Context: an optimization exercise on an open-source flow, tuned for small area. The choices shown serve that exercise and are no tape-out recipe.
Only simulation tests tie the RTL to the original design; equivalence was not proved.
Power figures rest on the tool's default switching activity, not on a simulated workload.

**design.v**
```verilog
`timescale 1ns / 1ps
module Generic_counter(
    CLK,
    RESET,
    ENABLE_IN,
    TRIG_OUT,
    COUNT
);
    parameter COUNTER_WIDTH = 1;
    parameter COUNTER_MAX = 1;
    input CLK;
    input RESET;
    input ENABLE_IN;
    output TRIG_OUT;
    output [COUNTER_WIDTH-1:0] COUNT;
    reg [COUNTER_WIDTH-1:0] count_value;
    reg Trigger_out;
    always @ (posedge CLK)
        if (RESET)
            count_value <= 0;
        else
            if (ENABLE_IN)
                if (count_value == COUNTER_MAX)
                    count_value <= 0;
                else
                    count_value <= count_value + 1;
    always @ (posedge CLK)
        if (RESET)
            Trigger_out <= 0;
        else
            if (ENABLE_IN && (count_value == COUNTER_MAX))
                Trigger_out <= 1;
            else
                Trigger_out <= 0;
    assign COUNT = count_value;
    assign TRIG_OUT = Trigger_out;
endmodule
`timescale 1ns / 1ps
module Master_state_machine(
    input BTNC,
    input CLK,
    input RESET,
    input LOST,
    output [1:0] MSM_STATE
);
    parameter START = 2'b00;
    parameter PLAY = 2'b01;
    parameter LOSS = 2'b10;
    reg [1:0] Curr_state;
    reg [1:0] Next_state;
    assign MSM_STATE = Curr_state;
    always @ (posedge CLK)
        if (RESET) 
            Curr_state <= START;
        else if (LOST)
            Curr_state <= LOSS;
        else 
            Curr_state <= Next_state;
    always @ (Curr_state or RESET or BTNC)
        case (Curr_state)
            START :
                if (BTNC)
                    Next_state = PLAY;
                else
                    Next_state = Curr_state;
            default :
                Next_state = Curr_state;
        endcase
endmodule
`timescale 1ns / 1ps
module Navigation_state_machine(
    input CLK,
    input BTNR,
    input BTNL,
    input BTND,
    input BTNU,
    input RESET,
    output [1:0] NAV_STATE
);
    parameter UP = 2'd0;
    parameter LEFT = 2'd1;
    parameter RIGHT = 2'd2;
    parameter DOWN = 2'd3;
    reg [1:0] Curr_state;
    reg [1:0] Next_state;
    assign NAV_STATE = Curr_state;
    always @ (posedge CLK)
        if (RESET) 
            Curr_state <= 0;
        else 
            Curr_state <= Next_state;
    always @ (Curr_state or BTNL or BTNU or BTNR or BTND or RESET)
        case (Curr_state)
            UP : begin
                if (BTNL)
                    Next_state <= 2'd1;
                else if (BTNR)
                    Next_state <= 2'd2;
                else
                    Next_state <= Curr_state;
            end
            LEFT : begin
                if (BTNU)
                    Next_state <= 2'd0;
                else if (BTND)
                    Next_state <= 2'd3;
                else 
                    Next_state <= Curr_state; 
            end
            RIGHT : begin
                if (BTNU)
                    Next_state <= 2'd0;
                else if (BTND)
                    Next_state <= 2'd3;
                else
                    Next_state <= Curr_state;
            end
            DOWN : begin
                if (BTNL)
                    Next_state <= 2'd1;
                else if (BTNR)
                    Next_state <= 2'd2;
                else
                    Next_state <= Curr_state;
            end
        endcase
endmodule
`timescale 1ns / 1ps
module random_num_gen(
    input RESET,
    input CLK,
    input TARGET_REACHED,
    output reg [7:0] TARGET_ADDR_H,
    output reg [6:0] TARGET_ADDR_V
);
    reg [7:0] LFSR_1;
    reg [6:0] LFSR_2;
    wire R_INPUT_1 = (LFSR_1[3] ~^ (LFSR_1[4] ~^ (LFSR_1[5] ~^ LFSR_1[7])));   
    wire R_INPUT_2 = LFSR_2[6] ~^ LFSR_2[5];
    always @ (posedge CLK)
        if (RESET)
            LFSR_1 <= 8'b00000000;
        else begin
            LFSR_1[7] <= LFSR_1[6];
            LFSR_1[6] <= LFSR_1[5];
            LFSR_1[5] <= LFSR_1[4];
            LFSR_1[4] <= LFSR_1[3];
            LFSR_1[3] <= LFSR_1[2];
            LFSR_1[2] <= LFSR_1[1];
            LFSR_1[1] <= LFSR_1[0];
            LFSR_1[0] <= R_INPUT_1;
        end
    always @ (posedge CLK)
        if (RESET) 
            LFSR_2 <= 7'b0000000;
        else begin
            LFSR_2[6] <= LFSR_2[5];
            LFSR_2[5] <= LFSR_2[4];
            LFSR_2[4] <= LFSR_2[3];
            LFSR_2[3] <= LFSR_2[2];
            LFSR_2[2] <= LFSR_2[1];
            LFSR_2[1] <= LFSR_2[0];
            LFSR_2[0] <= R_INPUT_2;
        end
    always @ (posedge CLK)
        if (TARGET_REACHED) begin
            if (LFSR_1 < 160)
                TARGET_ADDR_H <= LFSR_1;
            else
                TARGET_ADDR_H <= 80;
            if (LFSR_2 < 120)
                TARGET_ADDR_V <= LFSR_2;
            else 
                TARGET_ADDR_V <= 60;
        end else if (RESET) begin
            TARGET_ADDR_H <= 80;
            TARGET_ADDR_V <= 60;
        end
endmodule
`timescale 1ns / 1ps
module VGA_module(
    input CLK,
    input RESET,
    input [3:0] COLOUR_IN,
    output reg [3:0] COLOUR_OUT,
    output HS,
    output reg VS,
    output [9:0] ADDRH,
    output [8:0] ADDRV,
    output [7:0] NEXTX,
    output SLOT_END,
    output PIX0           
);
    reg [2:0] phase;
    wire [1:0] pix = phase[1:0];
    always @ (posedge CLK)
        if (RESET)
            phase <= 3'd4;
        else if (phase == 3'd4)
            phase <= 3'd5;
        else if (phase == 3'd5)
            phase <= 3'd2;
        else
            phase <= {1'b0, phase[1:0] + 2'd1};
    reg [9:0] hcnt;
    wire [9:0] hcnt_next = (phase == 3'd4) ? 10'd880 :
                           (phase == 3'd1) ? ((hcnt == 10'd655) ? 10'd880 : hcnt + 1'b1) :
                           hcnt;
    always @ (posedge CLK)
        hcnt <= hcnt_next;
    reg [9:0] vcnt;
    wire h_end = (phase == 3'd1) && (hcnt == 10'd655);
    always @ (posedge CLK)
        if (RESET)
            vcnt <= 10'd993;
        else if (h_end)
            vcnt <= (vcnt == 10'd489) ? 10'd993 : vcnt + 1'b1;
    assign HS = !(hcnt >= 10'd880 && hcnt <= 10'd975);
    always @ (posedge CLK)
        VS <= !(vcnt == 10'd993 || vcnt == 10'd994);
    always @ (posedge CLK)
        if (hcnt_next >= 10'd1 && hcnt_next <= 10'd639 &&
            vcnt >= 10'd1 && vcnt <= 10'd479)
            COLOUR_OUT <= COLOUR_IN;
        else
            COLOUR_OUT <= 0;
    assign ADDRH = hcnt;
    assign ADDRV = vcnt[8:0];
    assign NEXTX = hcnt[9:2] + 8'd1;
    assign PIX0 = (phase == 3'd0);
    assign SLOT_END = (pix == 2'd1) && (hcnt[1:0] == 2'd3);
endmodule
`timescale 1ns / 1ps
module Snake_control(
    input       CLK,
    input       RESET,
    input [1:0] MSM_STATE,
    input [1:0] NAV_STATE,
    input [7:0] TARGET_ADDR_H,
    input [6:0] TARGET_ADDR_V,
    input [9:0] ADDRH,
    input [8:0] ADDRV,
    input [7:0] NEXTX,
    input       SLOT_END,
    input       PIX0,            
    output reg [3:0] COLOUR_OUT,    
    output reg TARGET_REACHED,
    output reg LOST
);
    parameter SnakeLength = 30;
    parameter SmallSnake = 2;
    parameter MaxX = 159;
    parameter MaxY = 119;
    parameter RED      = 4'b0001;
    parameter BLUE     = 4'b1100;
    parameter DARKBLUE = 4'b0100;
    parameter YELLOW   = 4'b0011;
    parameter BLACK    = 4'b0000;
    localparam NONE = 5'd31;
    reg [4:0] SnakeVar;
    reg [7:0] step_cnt;
    wire tick = PIX0 && (step_cnt == 8'd249);
    always @ (posedge CLK)
        if (RESET || tick)
            step_cnt <= 8'd0;
        else if (PIX0)
            step_cnt <= step_cnt + 1'b1;
    reg [7:0] head_x;
    reg [6:0] head_y;
    reg [1:0] last_dir;
    reg [4:0] steps;           
    function [14:0] back;
        input [14:0] p;
        input [1:0] d;
        input v;
        begin
            back = p;
            if (v)
                case (d)
                    2'd0: back[6:0]  = p[6:0]  + 1'b1;   
                    2'd1: back[14:7] = p[14:7] + 1'b1;   
                    2'd2: back[14:7] = p[14:7] - 1'b1;   
                    2'd3: back[6:0]  = p[6:0]  - 1'b1;   
                endcase
        end
    endfunction
    wire [7:0] hx_inc = head_x + 1'b1;
    wire [7:0] hx_dec = head_x - 1'b1;
    wire [6:0] hy_inc = head_y + 1'b1;
    wire [6:0] hy_dec = head_y - 1'b1;
    always @ (posedge CLK)
        if (RESET) begin
            head_x <= 80;
            head_y <= 100;
            steps <= 0;
        end else if (tick) begin
            case (NAV_STATE)
                2'b00 : head_y <= hy_dec;   
                2'b10 : head_x <= hx_inc;   
                2'b01 : head_x <= hx_dec;   
                2'b11 : head_y <= hy_inc;   
            endcase
            last_dir <= NAV_STATE;
            if (steps != 5'd29)
                steps <= steps + 1'b1;
        end
    reg [7:0] seg1_x;
    reg [6:0] seg1_y;
    always @ (*) begin
        seg1_x = head_x;
        seg1_y = head_y;
        if (steps != 5'd0)
            case (last_dir)
                2'd0: seg1_y = hy_inc;
                2'd1: seg1_x = hx_inc;
                2'd2: seg1_x = hx_dec;
                2'd3: seg1_y = hy_dec;
            endcase
    end
    reg [1:0] ring [0:28];
    integer i;
    always @ (posedge CLK) begin
        for (i = 1; i < 29; i = i + 1)
            ring[i] <= ring[i-1];
        ring[0] <= tick ? NAV_STATE : ring[28];
    end
    reg [4:0] kb;
    wire [4:0] ka = (kb == 5'd28) ? 5'd0 : kb + 1'b1;
    always @ (posedge CLK)
        if (RESET)
            kb <= 5'd26;
        else if (tick)
            kb <= 5'd0;
        else
            kb <= (kb >= 5'd27) ? kb - 5'd27 : kb + 5'd2;
    reg [14:0] walk;
    wire [14:0] in1 = (kb == 5'd0 || steps == 5'd0) ? 15'd0 : walk;
    wire [14:0] o1 = back(in1, ring[0], kb < steps);
    wire [14:0] in2 = (ka == 5'd0) ? 15'd0 : o1;
    wire [14:0] o2 = back(in2, ring[14], ka < steps);
    always @ (posedge CLK)
        walk <= o2;
    wire [14:0] trel = {NEXTX - head_x, ADDRV[8:2] - head_y};
    wire m1 = (o1 == trel);
    wire m2 = (o2 == trel);
    reg [4:0] acc;      
    reg [4:0] cur;      
    wire [4:0] a1 = (m1 && kb < acc) ? kb : acc;
    wire [4:0] a2 = (m2 && ka < a1) ? ka : a1;
    wire [4:0] a_next = !tick ? a2 :
                        (trel == 15'd0) ? 5'd0 :
                        (a2 >= 5'd28) ? NONE : a2 + 1'b1;
    wire head_hit = (trel == {8'd1, 7'd0});    
    wire [4:0] cur_tick = head_hit ? 5'd0 : (cur >= 5'd28) ? NONE : cur + 1'b1;
    always @ (posedge CLK)
        if (SLOT_END) begin
            cur <= a_next;
            acc <= NONE;
        end else begin
            acc <= a_next;
            if (tick)
                cur <= cur_tick;
        end
    function [3:0] unit;
        input [14:0] p;
        begin
            unit[0] = (p[14:7] == 8'd0)   && (p[6:0] == 7'd127);
            unit[1] = (p[14:7] == 8'd255) && (p[6:0] == 7'd0);
            unit[2] = (p[14:7] == 8'd1)   && (p[6:0] == 7'd0);
            unit[3] = (p[14:7] == 8'd0)   && (p[6:0] == 7'd1);
        end
    endfunction
    wire [3:0] u1 = unit(o1) & {4{kb != 5'd28}};
    wire [3:0] u2 = unit(o2) & {4{ka != 5'd28}};
    reg [3:0] near [0:3];
    reg [3:0] near_next [0:3];
    reg [3:0] hit;     
    integer u;
    always @ (*)
        for (u = 0; u < 4; u = u + 1) begin
            near_next[u] = near[u];
            if (near_next[u] == 4'd15 && u1[u])
                near_next[u] = kb[4:1];
            if (near_next[u] == 4'd15 && u2[u])
                near_next[u] = ka[4:1];
        end
    always @ (posedge CLK)
        for (u = 0; u < 4; u = u + 1)
            if (RESET || tick)
                near[u] <= 4'd15;
            else
                near[u] <= near_next[u];
    always @ (posedge CLK)
        if (RESET)
            hit <= 4'd15;
        else if (tick)
            hit <= near_next[NAV_STATE];
    wire [4:0] sv_m1 = SnakeVar - 1'b1;
    wire self_hit = (steps == 5'd0) || (hit < sv_m1[4:1]);
    always @ (posedge CLK)
        if (RESET) begin
            LOST <= 1'b0;
            SnakeVar <= SmallSnake;
            TARGET_REACHED <= 1'b0;
        end else
            case (MSM_STATE)
                2'b00 : begin
                    if ((ADDRH >= 125 && ADDRH <= 250 && ADDRV >= 75 && ADDRV <= 100) ||
                        (ADDRH >= 100 && ADDRH <= 275 && ADDRV >= 100 && ADDRV <= 175) ||
                        (ADDRH >= 75 && ADDRH <= 150 && ADDRV >= 175 && ADDRV <= 350) ||
                        (ADDRH >= 125 && ADDRH <= 225 && ADDRV >= 325 && ADDRV <= 400) ||
                        (ADDRH >= 175 && ADDRH <= 325 && ADDRV >= 375 && ADDRV <= 450) ||
                        (ADDRH >= 250 && ADDRH <= 500 && ADDRV >= 450 && ADDRV <= 480) ||
                        (ADDRH >= 475 && ADDRH <= 500 && ADDRV >= 425 && ADDRV <= 450))
                        COLOUR_OUT <= YELLOW;
                    else if ((ADDRH >= 275 && ADDRH <= 400 && ADDRV >= 150 && ADDRV <= 160) ||
                             (ADDRH >= 370 && ADDRH <= 380 && ADDRV >= 130 && ADDRV <= 150))
                        COLOUR_OUT <= RED;
                    else if ((ADDRH >= 450 && ADDRH <= 495 && ADDRV >= 225 && ADDRV <= 240) ||
                             (ADDRH >= 450 && ADDRH <= 465 && ADDRV >= 240 && ADDRV <= 270) ||
                             (ADDRH >= 465 && ADDRH <= 495 && ADDRV >= 270 && ADDRV <= 285) ||
                             (ADDRH >= 495 && ADDRH <= 510 && ADDRV >= 285 && ADDRV <= 315) ||
                             (ADDRH >= 465 && ADDRH <= 510 && ADDRV >= 315 && ADDRV <= 330) ||
                             (ADDRH >= 495 && ADDRH <= 510 && ADDRV >= 240 && ADDRV <= 255) ||
                             (ADDRH >= 450 && ADDRH <= 465 && ADDRV >= 300 && ADDRV <= 315))
                        COLOUR_OUT <= BLUE;
                    else
                        COLOUR_OUT <= BLACK;
                    if ((ADDRH >= 210 && ADDRH <= 225 && ADDRV >= 120 && ADDRV <= 135))
                        COLOUR_OUT <= BLACK;
                    SnakeVar <= SmallSnake;
                end
                2'b01 : begin
                    if (head_hit || cur < sv_m1)
                        COLOUR_OUT <= YELLOW;
                    else if (ADDRH[9:2] == TARGET_ADDR_H && ADDRV[8:2] == TARGET_ADDR_V)
                        COLOUR_OUT <= RED;
                    else
                        COLOUR_OUT <= DARKBLUE;
                    if (seg1_x == TARGET_ADDR_H && seg1_y == TARGET_ADDR_V &&
                        TARGET_REACHED == 0) begin
                        TARGET_REACHED <= 1;
                        if (SnakeVar < SnakeLength)
                            SnakeVar <= SnakeVar + 1;
                    end else
                        TARGET_REACHED <= 0;
                    if (head_x < 1 || head_x > MaxX+1 ||
                        head_y < 1 || head_y > MaxY+1 ||
                        self_hit)
                        LOST <= 1'b1;
                end
                2'b10 : begin
                    if ((ADDRH >= 0 && ADDRH <= 275 && ADDRV >= 375 && ADDRV <= 480) ||
                        (ADDRH >= 250 && ADDRH <= 400 && ADDRV >= 400 && ADDRV <= 480))
                        COLOUR_OUT <= YELLOW;
                    else if ((ADDRH >= 400 && ADDRH <= 550 && ADDRV >= 460 && ADDRV <= 470) ||
                             (ADDRH >= 520 && ADDRH <= 530 && ADDRV >= 440 && ADDRV <= 460))
                        COLOUR_OUT <= RED;
                    else if ((ADDRH >= 450 && ADDRH <= 465 && ADDRV >= 175 && ADDRV <= 265) ||
                             (ADDRH >= 465 && ADDRH <= 480 && ADDRV >= 190 && ADDRV <= 205) ||
                             (ADDRH >= 480 && ADDRH <= 510 && ADDRV >= 175 && ADDRV <= 190) ||
                             (ADDRH >= 510 && ADDRH <= 525 && ADDRV >= 190 && ADDRV <= 205))
                        COLOUR_OUT <= BLUE;
                    else
                        COLOUR_OUT <= BLACK;
                    if ((ADDRH >= 205 && ADDRH <= 210 && ADDRV >= 400 && ADDRV <= 405) ||
                        (ADDRH >= 210 && ADDRH <= 215 && ADDRV >= 405 && ADDRV <= 410) ||
                        (ADDRH >= 215 && ADDRH <= 220 && ADDRV >= 410 && ADDRV <= 415) ||
                        (ADDRH >= 220 && ADDRH <= 225 && ADDRV >= 415 && ADDRV <= 420) ||
                        (ADDRH >= 225 && ADDRH <= 230 && ADDRV >= 420 && ADDRV <= 425) ||
                        (ADDRH >= 225 && ADDRH <= 230 && ADDRV >= 400 && ADDRV <= 405) ||
                        (ADDRH >= 220 && ADDRH <= 225 && ADDRV >= 405 && ADDRV <= 410) ||
                        (ADDRH >= 210 && ADDRH <= 215 && ADDRV >= 415 && ADDRV <= 420) ||
                        (ADDRH >= 205 && ADDRH <= 210 && ADDRV >= 420 && ADDRV <= 425))
                        COLOUR_OUT <= BLACK;
                    else if ((ADDRH[9:3] >= 10 && ADDRH[9:3] < 70 && ADDRV[8:3] == 10) &&
                             ((ADDRH[9:3]-10)%2 == 0 && (ADDRH[9:3]-10)/2 < SnakeVar-2))
                        COLOUR_OUT <= RED;
                end
            endcase
endmodule
`timescale 1ns / 1ps
module PmodJSTK_Demo(
    input [9:0] posDataX,        
    input [9:0] posDataY,        
    output BTNU,
    output BTND,
    output BTNL,
    output BTNR,
    output [3:0] LED
);
    wire y_lt_x = posDataY < posDataX;
    wire x_lt_y = posDataX < posDataY;
    wire sum_lt = posDataY < ~posDataX;        
    wire x_hi = posDataX >= 10'd767;
    wire x_lo = posDataX < 10'd256;
    wire y_hi = posDataY >= 10'd767;
    wire y_lo = posDataY < 10'd256;
    wire u = x_hi && y_lt_x && !sum_lt;
    wire d = x_lo && !y_lt_x && sum_lt;
    wire l = y_hi && x_lt_y && !sum_lt;
    wire r = y_lo && !x_lt_y && sum_lt;
    assign BTNU = u;
    assign BTND = !u && d;
    assign BTNL = !u && !d && l;
    assign BTNR = !u && !d && !l && r;
    assign LED = {BTNU, BTND, BTNL, BTNR};
endmodule
`timescale 1ns / 1ps
module snake_wrapper(
    input CLK,
    input RESET,
    input BTNC,
    input [9:0] JSTK_X,
    input [9:0] JSTK_Y,
    output [11:0] COLOUR_OUT,
    output HS,
    output VS,
    output [3:0] LED
);
    wire [1:0] MSM_STATE;
    wire [1:0] NAV_STATE;
    wire [7:0] TARGET_ADDR_H;
    wire [6:0] TARGET_ADDR_V;
    wire TARGET_REACHED;
    wire LOST;
    wire [3:0] COLOUR_OUTS;
    wire [3:0] COLOUR;
    wire [9:0] ADDRH;
    wire [8:0] ADDRV;
    wire [7:0] NEXTX;
    wire SLOT_END;
    wire PIX0;
    wire BTNU;
    wire BTND;
    wire BTNL;
    wire BTNR;
    Master_state_machine Master(
        .BTNC(BTNC),
        .CLK(CLK),
        .RESET(RESET),
        .LOST(LOST),
        .MSM_STATE(MSM_STATE)
    );
    Navigation_state_machine Navigation(
        .BTNU(BTNU),
        .BTND(BTND),
        .BTNR(BTNR),
        .BTNL(BTNL),
        .CLK(CLK),
        .RESET(RESET),
        .NAV_STATE(NAV_STATE)
    );
    random_num_gen Target(
        .RESET(RESET),
        .CLK(CLK),
        .TARGET_REACHED(TARGET_REACHED),
        .TARGET_ADDR_H(TARGET_ADDR_H),
        .TARGET_ADDR_V(TARGET_ADDR_V)
    );
    VGA_module VGA(
        .COLOUR_IN(COLOUR_OUTS),
        .CLK(CLK),
        .RESET(RESET),
        .HS(HS),
        .VS(VS),
        .ADDRH(ADDRH),
        .ADDRV(ADDRV),
        .NEXTX(NEXTX),
        .SLOT_END(SLOT_END),
        .PIX0(PIX0),
        .COLOUR_OUT(COLOUR)
    );
    Snake_control Control(
        .MSM_STATE(MSM_STATE),
        .NAV_STATE(NAV_STATE),
        .TARGET_ADDR_H(TARGET_ADDR_H),
        .TARGET_ADDR_V(TARGET_ADDR_V),
        .ADDRH(ADDRH),
        .ADDRV(ADDRV),
        .NEXTX(NEXTX),
        .SLOT_END(SLOT_END),
        .PIX0(PIX0),
        .COLOUR_OUT(COLOUR_OUTS),
        .TARGET_REACHED(TARGET_REACHED),
        .CLK(CLK),
        .LOST(LOST),
        .RESET(RESET)
    );
    assign COLOUR_OUT = {COLOUR[3], {3{COLOUR[2]}}, {4{COLOUR[1]}}, {4{COLOUR[0]}}};
    PmodJSTK_Demo PmodJSTK (
        .posDataX(JSTK_X),
        .posDataY(JSTK_Y),
        .BTNU(BTNU),
        .BTND(BTND),
        .BTNL(BTNL),
        .BTNR(BTNR),
        .LED(LED)
    );
endmodule
```
**flow/run.sh**
```bash
#!/bin/bash
# Standard ORFS layout with changes that keep every register (names, count,
# cell types) as the standard synthesis makes them:
#  - no adder extraction (ADDER_MAP_FILE empty), so ABC maps the arithmetic
#  - an area-only ABC script (SAT-based deep resynthesis, then area mapping)
#    instead of ORFS's abc_area.script, which also buffers and upsizes
#  - clock tree with smaller buffers and no dummy loads
#  - the smallest buffer (buf_1) on the ports
set -euo pipefail
cp -r "$FLOW_HOME/scripts" ./scripts_area
printf '&get -n\n&deepsyn -T 60\n&put\ndch\namap\ntopo\n' > ./scripts_area/abc_area.script
export SCRIPTS_DIR="$PWD/scripts_area"
export ADDER_MAP_FILE=
export CTS_ARGS="-sink_clustering_enable -repair_clock_nets -dont_use_dummy_load -buf_list sky130_fd_sc_hd__clkbuf_8 -root_buf sky130_fd_sc_hd__clkbuf_8 -sink_clustering_size 16 -sink_clustering_max_diameter 50"
export BUFFER_PORTS_ARGS="-inputs -outputs -buffer_cell sky130_fd_sc_hd__buf_1"
bash standard.sh > flow_make.log 2>&1
```
**standard.sh**
```bash
#!/bin/bash
# synth_recipe.tcl (not shown) runs the flow's synth.tcl, then flattens the netlist and writes it again
# the make line also repeats each setting of config.mk as NAME=value (left out here)
make -C /OpenROAD-flow-scripts/flow DESIGN_CONFIG=/design/flow/config.mk WORK_HOME=/design/flow/orfs CLKGATE_MAP_FILE= SYNTH_SCRIPT=/design/flow/synth_recipe.tcl "${@:-finish}"
```
**config.mk**
```make
export PLATFORM = sky130hd
export DESIGN_NAME = snake_wrapper
export DESIGN_NICKNAME = snake_wrapper
export VERILOG_FILES = /design/flow/design.v
export SDC_FILE = /design/flow/constraint.sdc
export NUM_CORES = 4
export LEC_CHECK = 0
export ABC_AREA = 1
export CAP_MARGIN = 20
export CORE_MARGIN = 2
export CORE_UTILIZATION = 60
export SLEW_MARGIN = 20
```
**constraint.sdc**
```tcl
create_clock -name core_clock -period 10.0 [get_ports {CLK}]
set_input_delay 2.0000 -clock core_clock [delete_from_list [all_inputs] [get_ports {CLK}]]
set_output_delay 2.0000 -clock core_clock [all_outputs]
set_load 0.01 [all_outputs]
```
==> results_dict.tcl, run 1 <==
set metrics [dict create \
    outcome "no timing/DRC/antenna violations" \
    post_drt_wl_per_cell_um 19.4 \
    drt_pre_antenna_iters 7 \
    dp_hpwl_um 27800 \
    worstMarginPinSlew_ns 1.05 \
    relSlewSlack_pct 29.2 \
    pin_count 41 \
    dieArea_um2 20200 \
    worstPathRequired_ns 10.38 \
    critPathArrivalTime_ns 8.46 \
    cp-end-kind "flip-flop" \
    initial_utilization_pct 61.1 \
    crit_type "reg2reg" \
    antenna_cells 0 \
    grt_antenna_before_repair 0 \
    synthFlopType "dfxtp_1" \
    whs_endpoint "Control.ring[16][0]" \
    synth_nets 1591 \
    io_buffers 40 \
    synth_edf_count 26 \
    netlist_instances 1568 \
    use_met1_pct 49.1 \
    clk_pin_slew_ns 0.10 \
    syn2layout_area_growth_pct 6.49 \
    ir_drop_mv 0.154 \
    critPathSlowestCell "nor3_1" \
    cpPeakStageDelay_ns 0.78 \
    cts_resized 0 \
    leakage_nw 4.09 \
    cp_max_fo 17 \
    final_max_slew_viol_count 0 \
    drc 0 \
    ff2ff_path_depth 35 \
    cts_buffers 24 \
    grt_max_degree 46 \
    cts_setup_buffers 0 \
    grt_pass1_wl_um 57100 \
    die_h_um 142 \
    met2_usage_pct 54.7 \
    powerDensity_nw_per_um2 142 \
    nets 1652 \
    max_freq_mhz 124 \
    drv_cap 0 \
    viasPerCell 6.61 \
    min_period_ns 8.07 \
    async_reset_ff_share_pct 0 \
    cts_hold_buf 0 \
    grt_pass1_vias 11000 \
    fin_setup_tns_ns 0 \
    die_x_um 142 \
    numClockSinks 211 \
    skew_ns 0.0747 \
    grtUsageTotal_pct 35.5 \
    routed_wl_um 36100 \
    yosysSeqAreaShare_pct 39.2 \
    holdPathStages 0 \
    syn_area_per_cell_um2 7.29 \
    ff2ff_setup_slack_ns 1.93 \
    drive_gt1_share_pct 2.03 \
    busiest_layer "met2" \
    post-route-util_pct 65.1 \
    synth_area_um2 11400 \
    rows 50 \
    grt_overflow 0 \
    insertion_delay_ns 0.58 \
    gp_congestion 1.02 \
    fin_crit_sh_pct 80.7 \
    critPathLaunchType "flip-flop" \
    synth_warnings 8 \
    htree_num_levels 1 \
    nFillCells 1665 \
    hold_viol 0 \
    rsz0062_at_grt "false" \
    vias 12300 \
    ys_ff_latch 211 \
    r2r_end "Control.cur[3]" \
    cp_common_cell "nor2_1" \
    cts_root_buffer "clkbuf_8" \
    tritoncts "built" \
    ant_nets 0 \
    yosys.cell_types.count 52 \
    ctsLongestPathBuffers 3 \
    drt_iter0_markers 1869 \
    fp.coreArea_um2 18700 \
    hold_path_class "reg2reg" \
    worstHoldStart "Control.ring[15][0]" \
    finalPower_mw 1.73 \
    met3_usage_pct 5.92 \
    reg2reg_from "Control.kb[1]" \
    setup_viol 0 \
]
[cells in the mapped netlist (7+ instances only)]
cell	n	area, um^2
nor2_1	306	1150
clkinv_1	222	833
dfxtp_1	185	3700
nand2_1	134	503
o21ai_0	117	586
a21oi_1	90	450
nor3_1	73	365
o22ai_1	64	400
o221ai_1	37	324
edfxtp_1	26	781
a211oi_1	22	165
nand3_1	19	95.1
a221oi_1	18	158
nand4_1	18	113
or2_0	17	106
a31oi_1	16	100
nor2b_1	16	100
nor4_1	16	100
o21a_1	15	113
a22oi_1	14	105
a2111oi_0	12	105
buf_4	12	90.1
or3_1	11	68.8
a222oi_1	8	80.1
o211ai_1	8	60.1
or4_1	8	60.1
a311oi_1	7	61.3
o32a_1	7	70.1
[logic make-up (layout without fill, tap and decap cells)]
logic type,Yosys count,in the layout,share of synthesized area (%)
AO/OA/AOI/OAI,486,486,28.2
buffers and inverters,234,293,8.08
flip-flops,211,211,39.2
AND/OR/NAND/NOR,637,637,24.5
[placed cells by master (no fill, tap or decap), types with 17 or more instances in the layout]
cell type,n
a211oi_1,22
dfxtp_1,185
nand3_1,19
nor2_1,306
clkinv_1,222
clkbuf_8,24
nor3_1,72
buf_1,39
nand2_1,134
a21oi_1,90
o22ai_1,64
or2_0,17
edfxtp_1,26
a221oi_1,18
nand4_1,18
o21ai_0,117
o221ai_1,37
[power by group]
part / switching [mW] / internal, mW
combinational: 0.219 / 0.0878
clock: 0.279 / 0.212
sequential: 0.0471 / 0.886
[per-layer routing]
metal / part of all wire [%] / routed length [um]
met1: 42 / 15300
met2: 42 / 15300
met3: 11 / 3810
met4: 4.6 / 1670
met5: 0 / 0
[flip-flops by register name, indices dropped and copies added, names as in the netlist, 8 cells and up]
name / cells
Control.ring: 58
VGA.hcnt: 10
Target.TARGET_ADDR_H: 8
Target.LFSR_1: 8
Control.near: 16
Control.step_cnt: 8
Control.walk: 15
Control.head_x: 8
VGA.vcnt: 10
[final cells by class]
type                       count  area (um^2)  area share [%]
clock buffer                  24          330            2.71
inverter                     222          833            6.84
multi-input combinational   1123         6030            49.5
sequential                   211         4480            36.8
tap                          234          293            2.40
timing repair buffer          47          204            1.68
[critical path: cells and delay by family, from the launching register on]
kind / cells / cell delay (ns)
compound gates: 16 / 3.41
buf+inv: 3 / 0.65
simple gates: 16 / 3.25
flops: 1 / 0.53
[metrics by stage]
stage	instances	hold WS, ns	instance area (um^2)	worst slack [ns]
4_1_cts	1861	0.305	12200	2.16
3_5_place_dp	1837	0.312	11800	2.27
6_report	1861	0.308	12200	1.93
5_1_grt	1861	0.302	12200	0.955
3_3_place_gp	1837	0.310	11800	2.40
2_1_floorplan	1568	0.310	11400	3.02
[worst max path at each step]
stage | to | slack (ns) | from
finish | Control.cur[3] | 1.93 | Control.kb[1]
global placement | Control.cur[1] | 2.40 | Control.kb[1]
CTS | Control.cur[0] | 2.16 | Control.kb[1]
global route | Control.cur[0] | 0.95 | Control.kb[1]
floorplan | Control.cur[1] | 3.02 | Control.kb[1]
detailed placement | Control.cur[1] | 2.27 | Control.kb[1]
==> run 2, diff against run 1 <==
--- a/flow/run.sh
+++ b/flow/run.sh
@@ -10,3 +10,3 @@
 cp -r "$FLOW_HOME/scripts" ./scripts_area
-printf '&get -n\n&deepsyn -T 60\n&put\ndch\namap\ntopo\n' > ./scripts_area/abc_area.script
+printf '&get -n\n&deepsyn -I 4 -T 100\n&put\ndch\namap\ntopo\n' > ./scripts_area/abc_area.script
 export SCRIPTS_DIR="$PWD/scripts_area"
==> results_dict.tcl, run 2 <==
set metrics [dict create \
    yosys.cell_types.count 52 \
    cp-end-kind "flip-flop" \
    use_met1_pct 48.6 \
    async_reset_ff_share_pct 0 \
    hold_viol 0 \
    ys_ff_latch 211 \
    gp_congestion 1.02 \
    cts_root_buffer "clkbuf_8" \
    skew_ns 0.0940 \
    drv_cap 0 \
    synth_area_leaders "dfxtp_1, nor2_1, clkinv_1" \
    busiest_layer "met2" \
    critPathArrivalTime_ns 9.40 \
    drt_iter0_markers 1849 \
    ff2ff_path_depth 35 \
    grt_overflow 0 \
    yosysSeqAreaShare_pct 39.3 \
    critPathSlowestCell "o32ai_1" \
    die_h_um 142 \
    io_buffers 40 \
    met2_usage_pct 54.5 \
    yosysMostFrequentCell "nor2_1" \
    dp_hpwl_um 27900 \
    relSlewSlack_pct 36.3 \
    tritoncts "built" \
    grt_antenna_before_repair 0 \
    synth_area_um2 11400 \
    cts_setup_buffers 0 \
    syn2layout_area_growth_pct 6.54 \
    vias 12300 \
    grtUsageTotal_pct 35.2 \
    grt_pass1_wl_um 56500 \
    nFillCells 1715 \
    setup_viol 0 \
    cp_common_cell "nor2_1" \
    worstPathRequired_ns 10.40 \
    critPathLaunchType "flip-flop" \
    crit_path_end "Control.cur[3]" \
    min_period_ns 9.00 \
    reg_top3 "Control.ring: 58 flops, Control.near: 16 flops, Control.walk: 15 flops" \
    crit_start "Control.kb[1]" \
    netlist_instances 1583 \
    synth_edf_count 26 \
    drt_pre_antenna_iters 6 \
    die_x_um 142 \
    nets 1667 \
    cts_resized 0 \
    drc 0 \
    cts_buffers 23 \
    ctsLongestPathBuffers 3 \
    setup_ws_ns 0.998 \
    initial_utilization_pct 61.0 \
    dp_slack_ns 0.553 \
    antenna_cells 0 \
    rows 50 \
    regMostFlops "Control.ring" \
    fin_crit_sh_pct 90.0 \
    ff2ff_setup_slack_ns 1.0 \
    syn_area_per_cell_um2 7.21 \
    holdPathStages 0 \
    final_area_um2 12200 \
    synth_top_area_share_pct 32.4 \
    yosysTopAreaCell "dfxtp_1" \
    grt_pass1_vias 10900 \
    ir_drop_mv 0.135 \
    max_freq_mhz 111 \
    powerDensity_nw_per_um2 141 \
    reg2reg_from "Control.kb[1]" \
    final_cell_mix "nor2_1, clkinv_1, dfxtp_1" \
    insertion_delay_ns 0.58 \
    crit_type "reg2reg" \
    fp.coreArea_um2 18700 \
    largest_reg_flops 58 \
    synth_nets 1606 \
    numClockSinks 211 \
    routed_wl_um 36100 \
    viasPerCell 6.54 \
    cpPeakStageDelay_ns 0.77 \
    drive_gt1_share_pct 2.13 \
    ant_nets 0 \
    htree_num_levels 1 \
    hold_path_class "reg2reg" \
    holdWs_ns 0.292 \
    cts_hold_buf 0 \
    path_delay_family "compound AO/OA/AOI/OAI gates" \
    worstMarginPinSlew_ns 0.944 \
    cp_max_fo 9 \
    post_drt_wl_per_cell_um 19.2 \
    place_area_um2 11800 \
    final_max_slew_viol_count 0 \
    dieArea_um2 20100 \
    met3_usage_pct 7.26 \
    pin_count 41 \
    r2r_end "Control.cur[3]" \
    synth_warnings 8 \
    final_common_cell "nor2_1" \
    grt_max_degree 49 \
    outcome "no timing/DRC/antenna violations" \
    clk_pin_slew_ns 0.09 \
    rsz0062_at_grt "false" \
    finalPower_mw 1.71 \
    fin_setup_tns_ns 0 \
    synthFlopType "dfxtp_1" \
    leakage_nw 4.08 \
    cp_num_buf_inv 4 \
    cp_num_cells 35 \
    synthTopCellsByCount "nor2_1, clkinv_1, dfxtp_1, nand2_1, o21ai_0" \
]
-- run 2: final cells by class --
| type | count | area, um^2 | area share (%) |
|---|---|---|---|
| timing repair buffer | 48 | 209 | 1.72 |
| clock buffer | 23 | 317 | 2.60 |
| inverter | 227 | 852 | 7.01 |
| tap | 234 | 293 | 2.41 |
| sequential | 211 | 4480 | 36.9 |
| multi-input combinational | 1133 | 6010 | 49.4 |
-- run 2: power breakdown --
group	switching [mW]	leakage, nW	internal (mW)
clock network	0.278	0.165	0.204
registers	0.0468	1.75	0.894
logic	0.201	2.17	0.0871
-- run 2: how the worst min path moves through the flow --
stage          slack (ns)                 from             endpoint
2_1_floorplan        0.31   Control.ring[9][0]  Control.ring[10][0]
3_3_place_gp         0.31  Control.ring[15][1]  Control.ring[16][1]
3_5_place_dp         0.31   Control.ring[3][0]   Control.ring[4][0]
4_1_cts              0.30  Control.ring[18][0]  Control.ring[19][0]
5_1_grt              0.29  Control.ring[18][0]  Control.ring[19][0]
6_report             0.29  Control.ring[18][0]  Control.ring[19][0]
-- run 2: through the flow --
stage          util (%)  std cells
6_report           65.0       1876
5_1_grt            65.0       1876
4_1_cts            64.9       1875
3_5_place_dp       63.2       1852
3_3_place_gp       63.2       1852
2_1_floorplan         -       1583
-- run 2: routing by layer --
| metal | wire length (um) | vias up |
|---|---|---|
| met5 | 0 | - |
| met4 | 1480 | 0 |
| met1 | 15200 | 5539 |
| met2 | 15500 | 782 |
| met3 | 3950 | 130 |
| li1 | - | 5825 |
-- run 2: worst register-to-register path, delay by kind of cell (launching register included) --
kind | cells | cell delay [ns]
and+or+nand+nor | 12 | 2.00
AOI/OAI and AO/OA | 19 | 5.49
buffers and inverters | 4 | 0.86
DFF | 1 | 0.50
-- run 2: cell families (layout without fill, tap and decap cells) --
kind of cell / after synthesis / count (layout) / synth area share (%)
DFF: 211 / 211 / 39.3
buffers and inverters: 239 / 298 / 8.25
xor gates and xnor gates: 1 / 1 / 0.0768
and+or+nand+nor: 669 / 669 / 25.6
AOI/OAI and AO/OA: 463 / 463 / 26.8
==> run 3, diff against run 2 <==
--- a/flow/run.sh
+++ b/flow/run.sh
@@ -13,3 +13,3 @@
 export ADDER_MAP_FILE=
-export CTS_ARGS="-sink_clustering_enable -repair_clock_nets -dont_use_dummy_load -buf_list sky130_fd_sc_hd__clkbuf_8 -root_buf sky130_fd_sc_hd__clkbuf_8 -sink_clustering_size 16 -sink_clustering_max_diameter 50"
+export CTS_ARGS="-sink_clustering_enable -repair_clock_nets -dont_use_dummy_load -buf_list sky130_fd_sc_hd__clkbuf_8 -root_buf sky130_fd_sc_hd__clkbuf_8 -sink_clustering_size 20 -sink_clustering_max_diameter 60"
 export BUFFER_PORTS_ARGS="-inputs -outputs -buffer_cell sky130_fd_sc_hd__buf_1"
==> results_dict.tcl, run 3 <==
set metrics [dict create \
    io_buffers 40 \
    initial_utilization_pct 61.0 \
    worstMarginPinSlew_ns 0.951 \
    skew_ns 0.0949 \
    relSlewSlack_pct 35.8 \
    synth_top_area_share_pct 32.4 \
    p_clk_share_pct 25.9 \
    leakage_nw 4.05 \
    setup_ws_ns 0.917 \
    ant_nets 0 \
    grtUsageTotal_pct 35.1 \
    drt_iter0_markers 1819 \
    cts_buffers 18 \
    cp_common_cell "nor2_1" \
    syn2layout_area_growth_pct 5.94 \
    vias 12300 \
    seq_area_um2 4480 \
    nFillCells 1733 \
    synth_nets 1606 \
    synthTopCellsByCount "nor2_1, clkinv_1, dfxtp_1, nand2_1, o21ai_0" \
    ff2ff_setup_slack_ns 0.92 \
    drv_cap 0 \
    power_switching_share_pct 31.1 \
    cp_max_fo 9 \
    cp-end-kind "flip-flop" \
    multi_input_area_um2 6010 \
    grt_pass1_vias 10800 \
    dp.cells 1852 \
    min_period_ns 9.08 \
    die_x_um 142 \
    antenna_cells 0 \
    fp.coreArea_um2 18700 \
    ir_drop_mv 0.167 \
    cpPeakStageDelay_ns 0.79 \
    yosysTopAreaCell "dfxtp_1" \
    holdPathStages 0 \
    grt_max_degree 49 \
    combPwrFrac_pct 17.4 \
    ys_ff_latch 211 \
    gp_congestion 1.02 \
    synth_area_um2 11400 \
    tritoncts "built" \
    drc 0 \
    outcome "no timing/DRC/antenna violations" \
    finalPower_mw 1.66 \
    whs_endpoint "Control.ring[4][0]" \
    netlist_instances 1583 \
    grt_antenna_before_repair 0 \
    final_max_slew_viol_count 0 \
    fin_crit_sh_pct 90.8 \
    post_drt_wl_per_cell_um 19.3 \
    crit_type "reg2reg" \
    worstHoldStart "Control.ring[3][0]" \
    r2r_end "Control.cur[3]" \
    final_common_cell "nor2_1" \
    htree_num_levels 1 \
    critPathSlowestCell "o32ai_1" \
    synth_area_leaders "dfxtp_1, nor2_1, clkinv_1" \
    reg_top3 "Control.ring: 58 flops, Control.near: 16 flops, Control.walk: 15 flops" \
    synth_edf_count 26 \
    switchingPower_mw 0.516 \
    yosysSeqAreaShare_pct 39.3 \
    yosys.cell_types.count 52 \
    pin_count 41 \
    fin_cells 1871 \
    async_reset_ff_share_pct 0 \
    clk_pin_slew_ns 0.11 \
    powerDensity_nw_per_um2 137 \
    reg2reg_from "Control.kb[1]" \
    die_h_um 142 \
    pwr-share-seq_pct 56.6 \
    final_cell_mix "nor2_1, clkinv_1, dfxtp_1" \
    drive_gt1_share_pct 1.83 \
    nets 1662 \
    max_freq_mhz 110 \
    dp_slack_ns 0.553 \
    largest_reg_flops 58 \
    insertion_delay_ns 0.56 \
    synthFlopType "dfxtp_1" \
    numClockSinks 211 \
    synth_warnings 8 \
    syn_area_per_cell_um2 7.21 \
    viasPerCell 6.56 \
    drt_pre_antenna_iters 6 \
    ctsLongestPathBuffers 3 \
    dieArea_um2 20100 \
    dp_hpwl_um 27900 \
    grt_overflow 0 \
    cts_root_buffer "clkbuf_8" \
    yosysMostFrequentCell "nor2_1" \
    hold_viol 0 \
    setup_viol 0 \
    regMostFlops "Control.ring" \
    worstPathRequired_ns 10.40 \
    critPathLaunchType "flip-flop" \
    critPathArrivalTime_ns 9.49 \
    grt_pass1_wl_um 56400 \
    p_int_mw 1.14 \
    hold_path_class "reg2reg" \
    ff2ff_path_depth 35 \
    rows 50 \
    routed_wl_um 36100 \
]
run 3: cell counts after synthesis:
No cell type changed its count.
run 3: stage by stage:
stage | utilization, % | hold slack [ns] | TNS, ns | cell area (um^2)
3_5_place_dp | 63.2 | 0.312 | 0 | 11800
3_3_place_gp | 63.2 | 0.310 | 0 | 11800
5_1_grt | 64.6 | 0.287 | -0.0350 | 12100
4_1_cts | 64.5 | 0.288 | 0 | 12100
6_report | 64.6 | 0.294 | 0 | 12100
2_1_floorplan | - | 0.310 | 0 | 11400
run 3: area by class of cell:
| type | count | area share, % |
|---|---|---|
| Multi-Input combinational cell | 1133 | 49.7 |
| Sequential cell | 211 | 37.1 |
| Inverter | 227 | 7.05 |
| Tap cell | 234 | 2.42 |
| Clock buffer | 18 | 2.05 |
| Timing Repair Buffer | 48 | 1.73 |
run 3: logic make-up after synthesis:
kind of cell           after synthesis  synth area share [%]
AO/OA/AOI/OAI                      463                  26.8
XOR/XNOR                             1                0.0768
buffers and inverters              239                  8.25
AND/OR/NAND/NOR                    669                  25.6
flip-flops                         211                  39.3
run 3: worst max path at each step:
stage / startpoint / endpoint / slack [ns]
final: Control.kb[1] / Control.cur[3] / 0.92
after CTS: Control.kb[3] / Control.cur[3] / 0.48
after global placement: Control.kb[3] / Control.cur[3] / 0.95
after floorplan: Control.kb[3] / Control.cur[3] / 2.21
after global routing: Control.kb[1] / Control.cur[3] / -0.03
after detailed placement: Control.kb[3] / Control.cur[3] / 0.55
run 3: critical path: cells and delay by family, from the launching register on:
kind	cells	cell delay (ns)
and+or+nand+nor	12	2.02
AOI/OAI and AO/OA	19	5.55
buffers and inverters	4	0.85
DFF	1	0.51
run 3: repair_timing:
action	in CTS	in global routing
gates resized for setup	0	4
hold buffers	0	0
setup endpoints to repair	0	10
setup buffers	0	0
run 3: metal layers:
layer	GRT usage, %	wire (um)	vias to the layer above
met5	0	0	-
met4	13.5	1530	0
met3	7.22	4130	136
met2	54.4	15400	794
met1	48.5	15000	5531
li1	-	-	5816
run 3: power groups by stage:
| stage | clock network [mW] | logic [mW] | registers, mW |
|---|---|---|---|
| final | 0.430 | 0.289 | 0.940 |
| after global routing | 0.468 | 0.321 | 0.944 |
| after detailed placement | 0 | 0.276 | 0.958 |
| after floorplan | 0 | 0.204 | 0.942 |
| after global placement | 0 | 0.271 | 0.956 |
| after CTS | 0.439 | 0.278 | 0.938 |

## what the ideal ports hide
No port has a modelled driver above. Below, the same layouts with a new extraction and two added sets of constraints. Step 1 (the two cells are an assumption about what drives the block):
set clk [get_ports {CLK}]
set_driving_cell -lib_cell sky130_fd_sc_hd__clkbuf_16 $clk
set_driving_cell -lib_cell sky130_fd_sc_hd__buf_2 [delete_from_list [all_inputs] $clk]
Step 2 moves the port delays by t, midway between the first and last clock arrival at a register: inputs arrive t later, outputs are due t later. That takes back most of the time a late clock gives input paths. Three values: ideal ports, drivers, drivers and shift; two values: the first two.
| run | t (ns) | setup slack, ns | clock arrival spread, ns | worst register clock-pin slew, ns | worst slew at a driven data input, ns |
|---|---|---|---|---|---|
| run 1 | 0.591 | 1.927 / 1.927 / 1.927 | 0.076 / 0.075 | 0.10 / 0.10 | 0.03 |
| run 2 | 0.578 | 0.998 / 0.998 / 0.998 | 0.094 / 0.094 | 0.10 / 0.10 | 0.03 |
| run 3 | 0.557 | 0.917 / 0.917 / 0.917 | 0.106 / 0.106 | 0.11 / 0.11 | 0.03 |
After both steps every run listed still meets setup and hold.
